Context: an optimization exercise on an open-source flow, tuned for small area. The choices shown serve that exercise and are no tape-out recipe.
In this exercise RTL edits were held to simulation tests only and were not proved equivalent to the original.
No driver is modelled on the clock port, so clock power and skew are understated where the tree is cut down; a real chip needs a root buffer or a tree.
Power is estimated from default activity; no workload was simulated.

## oak
Design ChipInterface, start of the top module:
module ChipInterface
  (output logic [6:0] HEX7, HEX6,
  output logic [7:0] LEDG,
  input logic [17:0] SW,
  input logic [3:0] KEY,
  input logic CLOCK_50);
clock: 12.0 ns
lec_check: 0
cap_margin: 20
core_margin: 2
core_utilization: 40
slew_margin: 20
standard.sh (not shown) runs the stock make flow with config.mk's settings and CLKGATE_MAP_FILE= SYNTH_SCRIPT=/design/flow/synth_recipe.tcl, a recipe that flattens the netlist after the stock synthesis.
==> flow/flow/run.sh <==
#!/bin/bash
# Own layout flow: the standard flow, with
#  - synthesis mapped for area: ORFS's synthesis (synth_recipe.tcl) is run four times in
#    parallel, each trying ten area-oriented abc scripts (written to abc_cands/) in place of ORFS's
#    speed script and without adder-cell extraction; the smallest mapping found is then used
#    by the layout's own synthesis run. Registers are mapped exactly as in the standard
#    synthesis, before abc runs.
#  - port buffers made of buf_1 cells,
#  - a one-level clock tree: after CTS, flow/post_cts.tcl replaces the tree CTS made with three
#    clkbuf_4 buffers driven by the clock port, each driving a third of the registers.
# Each tool's output goes to a log file in this folder (explore_N.log, own_flow.log) and to
# ORFS's own logs under orfs*/logs.
set -euo pipefail
W=$PWD
export ADDER_MAP_FILE=
export BUFFER_PORTS_ARGS="-buffer_cell sky130_fd_sc_hd__buf_1"
export CTS_ARGS="-sink_clustering_enable -repair_clock_nets -dont_use_dummy_load -buf_list sky130_fd_sc_hd__clkbuf_4"
export POST_CTS_TCL=$W/flow/post_cts.tcl
export OWN_CLOCK_PORT=CLOCK_50
export OWN_CLOCK_BUFS=3
export OWN_CLOCK_BUF=sky130_fd_sc_hd__clkbuf_4
cat flow/abc_override.tcl synth_recipe.tcl > own_synth.tcl
# the abc scripts tried: deepsyn with 40 seeds, then amap or (every fourth) nf mapping
mkdir -p abc_cands
for k in $(seq 0 39); do
  f=abc_cands/c$(printf %02d $k).abc
  if (( k % 4 == 3 )); then
    printf 'strash\n&get -n\n&st\n&deepsyn -T 45 -S %d\n&dch -f\n&nf -R 1000\n&put\ntopo\n' $k > $f
  else
    printf 'strash\n&get -n\n&st\n&deepsyn -T 45 -S %d\n&put\ndch -f\namap\ntopo\n' $k > $f
  fi
done
SYNTH_ARG="SYNTH_SCRIPT=$W/own_synth.tcl"
sed "s#SYNTH_SCRIPT=[^ ']*#$SYNTH_ARG#" standard.sh > own_standard.sh
grep -q "$SYNTH_ARG" own_standard.sh
# exploration: four synthesis runs in their own ORFS work folders
pids=()
for n in 0 1 2 3; do
  mkdir -p explore_$n
  sed "s#WORK_HOME=[^ ']*#WORK_HOME=$W/explore_$n/orfs#" own_standard.sh > explore_$n/standard.sh
  cands=""
  for k in $(seq $n 4 39); do cands="$cands $W/abc_cands/c$(printf %02d $k).abc"; done
  ( export OWN_ABC_MODE=explore OWN_ABC_CANDS="$cands" OWN_ABC_OUT=$W/explore_$n
    bash explore_$n/standard.sh synth > explore_$n.log 2>&1 ) &
  pids+=($!)
done
for p in "${pids[@]}"; do wait $p || true; done
best=""
best_area=""
for n in 0 1 2 3; do
  [[ -f explore_$n/best.txt && -f explore_$n/best.il ]] || continue
  a=$(cat explore_$n/best.txt)
  if [[ -z "$best" ]] || python3 -c "import sys; sys.exit(0 if float('$a') < float('$best_area') else 1)"; then
    best=$W/explore_$n/best.il
    best_area=$a
  fi
done
echo "best mapping: $best ($best_area)" > own_choice.log
if [[ -n "$best" ]]; then
  export OWN_ABC_MODE=replay OWN_ABC_BEST=$best
else
  export OWN_ABC_MODE=explore OWN_ABC_CANDS="$W/abc_cands/c00.abc" OWN_ABC_OUT=$W
fi
bash own_standard.sh > own_flow.log 2>&1
Other scripts of this flow, unchanged in this note and not shown: flow/flow/abc_override.tcl, flow/flow/post_cts.tcl
What pine does differently from oak at the input level:
diff --git a/flow/flow/run.sh b/flow/flow/run.sh
--- a/flow/flow/run.sh
+++ b/flow/flow/run.sh
@@ -2,5 +2,5 @@
 # Own layout flow: the standard flow, with
 #  - synthesis mapped for area: ORFS's synthesis (synth_recipe.tcl) is run four times in
-#    parallel, each trying ten area-oriented abc scripts (written to abc_cands/) in place of ORFS's
+#    parallel, each trying twelve area-oriented abc scripts (written to abc_cands/) in place of ORFS's
 #    speed script and without adder-cell extraction; the smallest mapping found is then used
 #    by the layout's own synthesis run. Registers are mapped exactly as in the standard
@@ -21,12 +21,15 @@
 export OWN_CLOCK_BUF=sky130_fd_sc_hd__clkbuf_4
 cat flow/abc_override.tcl synth_recipe.tcl > own_synth.tcl
-# the abc scripts tried: deepsyn with 40 seeds, then amap or (every fourth) nf mapping
+# the abc scripts tried: deepsyn with 48 seeds, then nf mapping (every fourth) or amap, with
+# more area-recovery iterations for half of the amap runs
 mkdir -p abc_cands
-for k in $(seq 0 39); do
+for k in $(seq 0 47); do
   f=abc_cands/c$(printf %02d $k).abc
   if (( k % 4 == 3 )); then
-    printf 'strash\n&get -n\n&st\n&deepsyn -T 45 -S %d\n&dch -f\n&nf -R 1000\n&put\ntopo\n' $k > $f
+    printf 'strash\n&get -n\n&st\n&deepsyn -T 40 -S %d\n&dch -f\n&nf -R 1000\n&put\ntopo\n' $k > $f
+  elif (( k % 2 == 0 )); then
+    printf 'strash\n&get -n\n&st\n&deepsyn -T 40 -S %d\n&put\ndch -f\namap -F 200 -A 400\ntopo\n' $k > $f
   else
-    printf 'strash\n&get -n\n&st\n&deepsyn -T 45 -S %d\n&put\ndch -f\namap\ntopo\n' $k > $f
+    printf 'strash\n&get -n\n&st\n&deepsyn -T 40 -S %d\n&put\ndch -f\namap\ntopo\n' $k > $f
   fi
 done
@@ -40,5 +43,5 @@
   sed "s#WORK_HOME=[^ ']*#WORK_HOME=$W/explore_$n/orfs#" own_standard.sh > explore_$n/standard.sh
   cands=""
-  for k in $(seq $n 4 39); do cands="$cands $W/abc_cands/c$(printf %02d $k).abc"; done
+  for k in $(seq $n 4 47); do cands="$cands $W/abc_cands/c$(printf %02d $k).abc"; done
   ( export OWN_ABC_MODE=explore OWN_ABC_CANDS="$cands" OWN_ABC_OUT=$W/explore_$n
     bash explore_$n/standard.sh synth > explore_$n.log 2>&1 ) &
==> comparison <==
Compared with oak, in pine DRC violations left barely changed, wire length +about 1.7%, die area roughly the same. Note that the violation count after the first detailed-routing iteration recorded for oak amounts to 1.7 times the value seen in pine. oak reports its standard cell with the maximum stage delay on the critical path as sky130_fd_sc_hd__a2111oi_0 while pine reports sky130_fd_sc_hd__nor4_1. Synthesized cell count, pine vs oak: up by a few percent. Between pine and oak, the clock skew figures differ only marginally. ~same sequential share of cell area in pine and oak. Re proportion of power drawn by combinational gates: pine is 0.3 points up on oak.
No run of this note takes its clock network from TritonCTS; it comes from the design's own scripts or RTL.

========
Setup of run a:
Another version of the RTL of ChipInterface (not shown whole).
For scale: ~210 cells after synthesis.
Settings: LEC_CHECK=0, CAP_MARGIN=20, CORE_MARGIN=2, CORE_UTILIZATION=40, SLEW_MARGIN=20; clock period 12.0 ns.
==> flow/flow/run.sh <==
#!/bin/bash
# Own layout flow: the standard flow, with
#  - synthesis mapped for area: ORFS's synthesis (synth_recipe.tcl) is run four times in
#    parallel, each trying eight area-oriented abc scripts (written to abc_cands/) in place of ORFS's
#    speed script and without adder-cell extraction; the smallest mapping found is then used
#    by the layout's own synthesis run. Registers are mapped exactly as in the standard
#    synthesis, before abc runs.
#  - port buffers made of buf_1 cells,
#  - clock tree synthesis without dummy loads, with clkbuf_4 buffers.
# Each tool's output goes to a log file in this folder (explore_N.log, own_flow.log) and to
# ORFS's own logs under orfs*/logs.
set -euo pipefail
W=$PWD
export ADDER_MAP_FILE=
export BUFFER_PORTS_ARGS="-buffer_cell sky130_fd_sc_hd__buf_1"
export CTS_ARGS="-sink_clustering_enable -repair_clock_nets -dont_use_dummy_load -buf_list sky130_fd_sc_hd__clkbuf_4"
cat flow/abc_override.tcl synth_recipe.tcl > own_synth.tcl
# the abc scripts tried: deepsyn with 32 seeds, then amap or (every fourth) nf mapping
mkdir -p abc_cands
for k in $(seq 0 31); do
  f=abc_cands/c$(printf %02d $k).abc
  if (( k % 4 == 3 )); then
    printf 'strash\n&get -n\n&st\n&deepsyn -T 5 -S %d\n&dch -f\n&nf -R 1000\n&put\ntopo\n' $k > $f
  else
    printf 'strash\n&get -n\n&st\n&deepsyn -T 5 -S %d\n&put\ndch -f\namap\ntopo\n' $k > $f
  fi
done
SYNTH_ARG="SYNTH_SCRIPT=$W/own_synth.tcl"
sed "s#SYNTH_SCRIPT=[^ ']*#$SYNTH_ARG#" standard.sh > own_standard.sh
grep -q "$SYNTH_ARG" own_standard.sh
# exploration: four synthesis runs in their own ORFS work folders
pids=()
for n in 0 1 2 3; do
  mkdir -p explore_$n
  sed "s#WORK_HOME=[^ ']*#WORK_HOME=$W/explore_$n/orfs#" own_standard.sh > explore_$n/standard.sh
  cands=""
  for k in $(seq $n 4 31); do cands="$cands $W/abc_cands/c$(printf %02d $k).abc"; done
  ( export OWN_ABC_MODE=explore OWN_ABC_CANDS="$cands" OWN_ABC_OUT=$W/explore_$n
    bash explore_$n/standard.sh synth > explore_$n.log 2>&1 ) &
  pids+=($!)
done
for p in "${pids[@]}"; do wait $p || true; done
best=""
best_area=""
for n in 0 1 2 3; do
  [[ -f explore_$n/best.txt && -f explore_$n/best.il ]] || continue
  a=$(cat explore_$n/best.txt)
  if [[ -z "$best" ]] || python3 -c "import sys; sys.exit(0 if float('$a') < float('$best_area') else 1)"; then
    best=$W/explore_$n/best.il
    best_area=$a
  fi
done
echo "best mapping: $best ($best_area)" > own_choice.log
if [[ -n "$best" ]]; then
  export OWN_ABC_MODE=replay OWN_ABC_BEST=$best
else
  export OWN_ABC_MODE=explore OWN_ABC_CANDS="$W/abc_cands/c00.abc" OWN_ABC_OUT=$W
fi
bash own_standard.sh > own_flow.log 2>&1
Other scripts of this flow, unchanged in this note and not shown: flow/flow/abc_override.tcl
Both conditions hold for run a: the flow ran to the end and the final layout passed the timing, DRC and antenna checks.
Edits applied to the flow inputs when going from run a to run b:
--- a/flow/flow/run.sh
+++ b/flow/flow/run.sh
@@ -22,5 +22,5 @@
   if (( k % 4 == 3 )); then
-    printf 'strash\n&get -n\n&st\n&deepsyn -T 5 -S %d\n&dch -f\n&nf -R 1000\n&put\ntopo\n' $k > $f
+    printf 'strash\n&get -n\n&st\n&deepsyn -T 60 -S %d\n&dch -f\n&nf -R 1000\n&put\ntopo\n' $k > $f
   else
-    printf 'strash\n&get -n\n&st\n&deepsyn -T 5 -S %d\n&put\ndch -f\namap\ntopo\n' $k > $f
+    printf 'strash\n&get -n\n&st\n&deepsyn -T 60 -S %d\n&put\ndch -f\namap\ntopo\n' $k > $f
   fi
[summary]
- Run b went all the way through the flow, and no timing, DRC or antenna check failed.
- Delta (run b minus run a): count of cells along the worst register-to-register path fell 1, minimum setup slack in the final design grew by 530 ps, number of multi-input combinational cells in the layout -1.
- Achievable clock frequency, run a and run b: smaller value in run a
- Relative contribution of combinational cells to total power, run a and run b: lower on run b
- Going from run a to run b, die area dropped 0.59%; total placed instance area dropped 11 um2; core utilization barely changed.

========
ChipInterface again, from the RTL that the note above started with.
export LEC_CHECK = 0
export CAP_MARGIN = 20
export CORE_MARGIN = 2
export CORE_UTILIZATION = 40
export SLEW_MARGIN = 20
create_clock -name core_clock -period 12.0 [get_ports {CLOCK_50}]
==> flow/flow/run.sh <==
#!/bin/bash
# Own layout flow: the standard flow, with
#  - synthesis mapped by several area-oriented abc scripts (flow/cand*.abc), keeping the
#    smallest mapping, and no adder-cell extraction; registers are mapped exactly as in the
#    standard synthesis, before abc runs,
#  - port buffers made of buf_1 cells,
#  - clock tree synthesis without dummy loads, with clkbuf_4 buffers.
set -euo pipefail
W=$PWD
export ADDER_MAP_FILE=
export OWN_ABC_DIR=$W/flow
export BUFFER_PORTS_ARGS="-buffer_cell sky130_fd_sc_hd__buf_1"
export CTS_ARGS="-sink_clustering_enable -repair_clock_nets -dont_use_dummy_load -buf_list sky130_fd_sc_hd__clkbuf_4"
export POST_CTS_TCL=$W/flow/post_cts.tcl
export OWN_CLOCK_PORT=CLOCK_50
export OWN_CLOCK_BUFS=3
export OWN_CLOCK_BUF=sky130_fd_sc_hd__clkbuf_4
cat flow/abc_override.tcl synth_recipe.tcl > own_synth.tcl
sed "s#SYNTH_SCRIPT=[^ ']*#SYNTH_SCRIPT=$W/own_synth.tcl#" standard.sh > own_standard.sh
grep -q "SYNTH_SCRIPT=$W/own_synth.tcl" own_standard.sh
bash own_standard.sh > own_flow.log 2>&1
==> flow/flow/post_cts.tcl <==
# Rebuild the clock tree that CTS made as one level: the clock port drives a few clkbuf_8
# buffers directly, and each buffer drives a share of the registers.
set block [ord::get_db_block]
set db [ord::get_db]
set port_net [$block findNet $::env(OWN_CLOCK_PORT)]
set bufs {}
set sinks {}
set todo [list $port_net]
while { [llength $todo] > 0 } {
  set net [lindex $todo 0]
  set todo [lrange $todo 1 end]
  foreach it [$net getITerms] {
    if { ![$it isInputSignal] } { continue }
    set inst [$it getInst]
    set mname [[$inst getMaster] getName]
    if { [string match "sky130_fd_sc_hd__clkbuf_*" $mname] } {
      lappend bufs $inst
      lappend todo [[$inst findITerm X] getNet]
    } else {
      lappend sinks $it
    }
  }
}
puts "own clock tree: [llength $bufs] CTS buffers, [llength $sinks] sinks"
set old_nets {}
foreach b $bufs {
  set n [[$b findITerm X] getNet]
  lappend old_nets $n
  foreach it [$b getITerms] { if { [$it getNet] ne "NULL" } { $it disconnect } }
  odb::dbInst_destroy $b
}
foreach it $sinks { $it disconnect }
foreach n $old_nets { odb::dbNet_destroy $n }
# split the sinks into groups by x position
set nbuf $::env(OWN_CLOCK_BUFS)
set master [$db findMaster $::env(OWN_CLOCK_BUF)]
set sorted [lsort -command { apply {{a b} {
  expr { [lindex [[$a getInst] getLocation] 0] - [lindex [[$b getInst] getLocation] 0] } } } } $sinks]
set per [expr { int(ceil([llength $sorted] / double($nbuf))) }]
for { set g 0 } { $g < $nbuf } { incr g } {
  set group [lrange $sorted [expr { $g * $per }] [expr { ($g + 1) * $per - 1 }]]
  if { [llength $group] == 0 } { continue }
  set net [odb::dbNet_create $block "clknet_own_$g"]
  $net setSigType CLOCK
  set inst [odb::dbInst_create $block $master "clkbuf_own_$g"]
  [$inst findITerm A] connect $port_net
  [$inst findITerm X] connect $net
  set sx 0
  set sy 0
  foreach it $group {
    $it connect $net
    lassign [[$it getInst] getLocation] x y
    set sx [expr { $sx + $x }]
    set sy [expr { $sy + $y }]
  }
  $inst setLocation [expr { int($sx / [llength $group]) }] [expr { int($sy / [llength $group]) }]
  $inst setPlacementStatus PLACED
  puts "own clock buffer $g: [llength $group] sinks"
}
detailed_placement
check_placement -verbose
estimate_parasitics -placement
Other scripts of this flow, unchanged in this note and not shown: flow/flow/abc_override.tcl, flow/flow/cand09.abc
Rerun with:
--- a/flow/flow/run.sh
+++ b/flow/flow/run.sh
@@ -14,4 +13,0 @@
-export POST_CTS_TCL=$W/flow/post_cts.tcl
-export OWN_CLOCK_PORT=CLOCK_50
-export OWN_CLOCK_BUFS=3
-export OWN_CLOCK_BUF=sky130_fd_sc_hd__clkbuf_4
removed: flow/flow/post_cts.tcl
Effect: Sequential power is about the same; wire length is lower slightly; register-to-register slack gets better by 0.02 ns; power is higher by a few percent; core utilization is higher by 0.32 points; worst setup slack gets worse by 0.14 ns.
Rerun with:
==> flow/flow/cand00.abc (new file) <==
strash
&get -n
&st
&deepsyn -T 60 -S 0
&put
dch -f
amap
topo
==> flow/flow/cand01.abc (new file) <==
strash
&get -n
&st
&deepsyn -T 60 -S 1
&put
dch -f
amap
topo
==> flow/flow/cand02.abc (new file) <==
strash
&get -n
&st
&deepsyn -T 60 -S 2
&put
dch -f
amap
topo
==> flow/flow/cand03.abc (new file) <==
strash
&get -n
&st
&deepsyn -T 60 -S 3
&put
dch -f
amap
topo
==> flow/flow/cand04.abc (new file) <==
strash
&get -n
&st
&deepsyn -T 60 -S 4
&put
dch -f
amap
topo
==> flow/flow/cand05.abc (new file) <==
strash
&get -n
&st
&deepsyn -T 60 -S 5
&put
dch -f
amap
topo
==> flow/flow/cand06.abc (new file) <==
strash
&get -n
&st
&deepsyn -T 60 -S 6
&put
dch -f
amap
topo
==> flow/flow/cand07.abc (new file) <==
strash
&get -n
&st
&deepsyn -T 60 -S 7
&put
dch -f
amap
topo
==> flow/flow/cand08.abc (new file) <==
strash
&get -n
&st
&deepsyn -T 60 -S 11
&dch -f
&nf -R 1000
&put
topo
Worst setup slack loses 0.67 ns.
Routed wire length is lower by 9.0%.
Non-clock buffer count is unchanged.
In the first run of this note the design's own scripts or RTL, not TritonCTS, make the clock network.

[what the ideal ports hide]
Ports are ideal in the flow. The routed layouts listed here were re-timed in OpenROAD.
Step 1, drivers: a clkbuf_16 drives CLOCK_50 and a buf_2 each remaining input, both assumed.
Step 2 adds t to the input delays and takes it off the output delays; t is the mean of the earliest and latest rising clock arrival at the registers after step 1. Input paths then give back, and output paths get back, about the clock's delay inside the block.
a / b / c = no drivers / after step 1 / after step 2; a / b = the first two.
run | t (ns) | setup WS [ns] | slew at the worst register clock pin (ns)
oak | 0.192 | 2.994 / 2.965 / 3.157 | 0.11 / 0.11
pine | 0.196 | 4.624 / 4.594 / 4.789 | 0.11 / 0.11
run a | 0.336 | 3.945 / 3.926 / 4.261 | 0.09 / 0.09
run b | 0.344 | 4.475 / 4.454 / 4.798 | 0.09 / 0.09
the first run of note 3 | 0.194 | 4.770 / 4.739 / 4.933 | 0.11 / 0.11
the second run of note 3 | 0.339 | 4.629 / 4.609 / 4.947 | 0.09 / 0.09
the third run of note 3 | 0.332 | 3.958 / 3.939 / 4.270 | 0.09 / 0.09
After both steps every run listed still meets setup and hold.
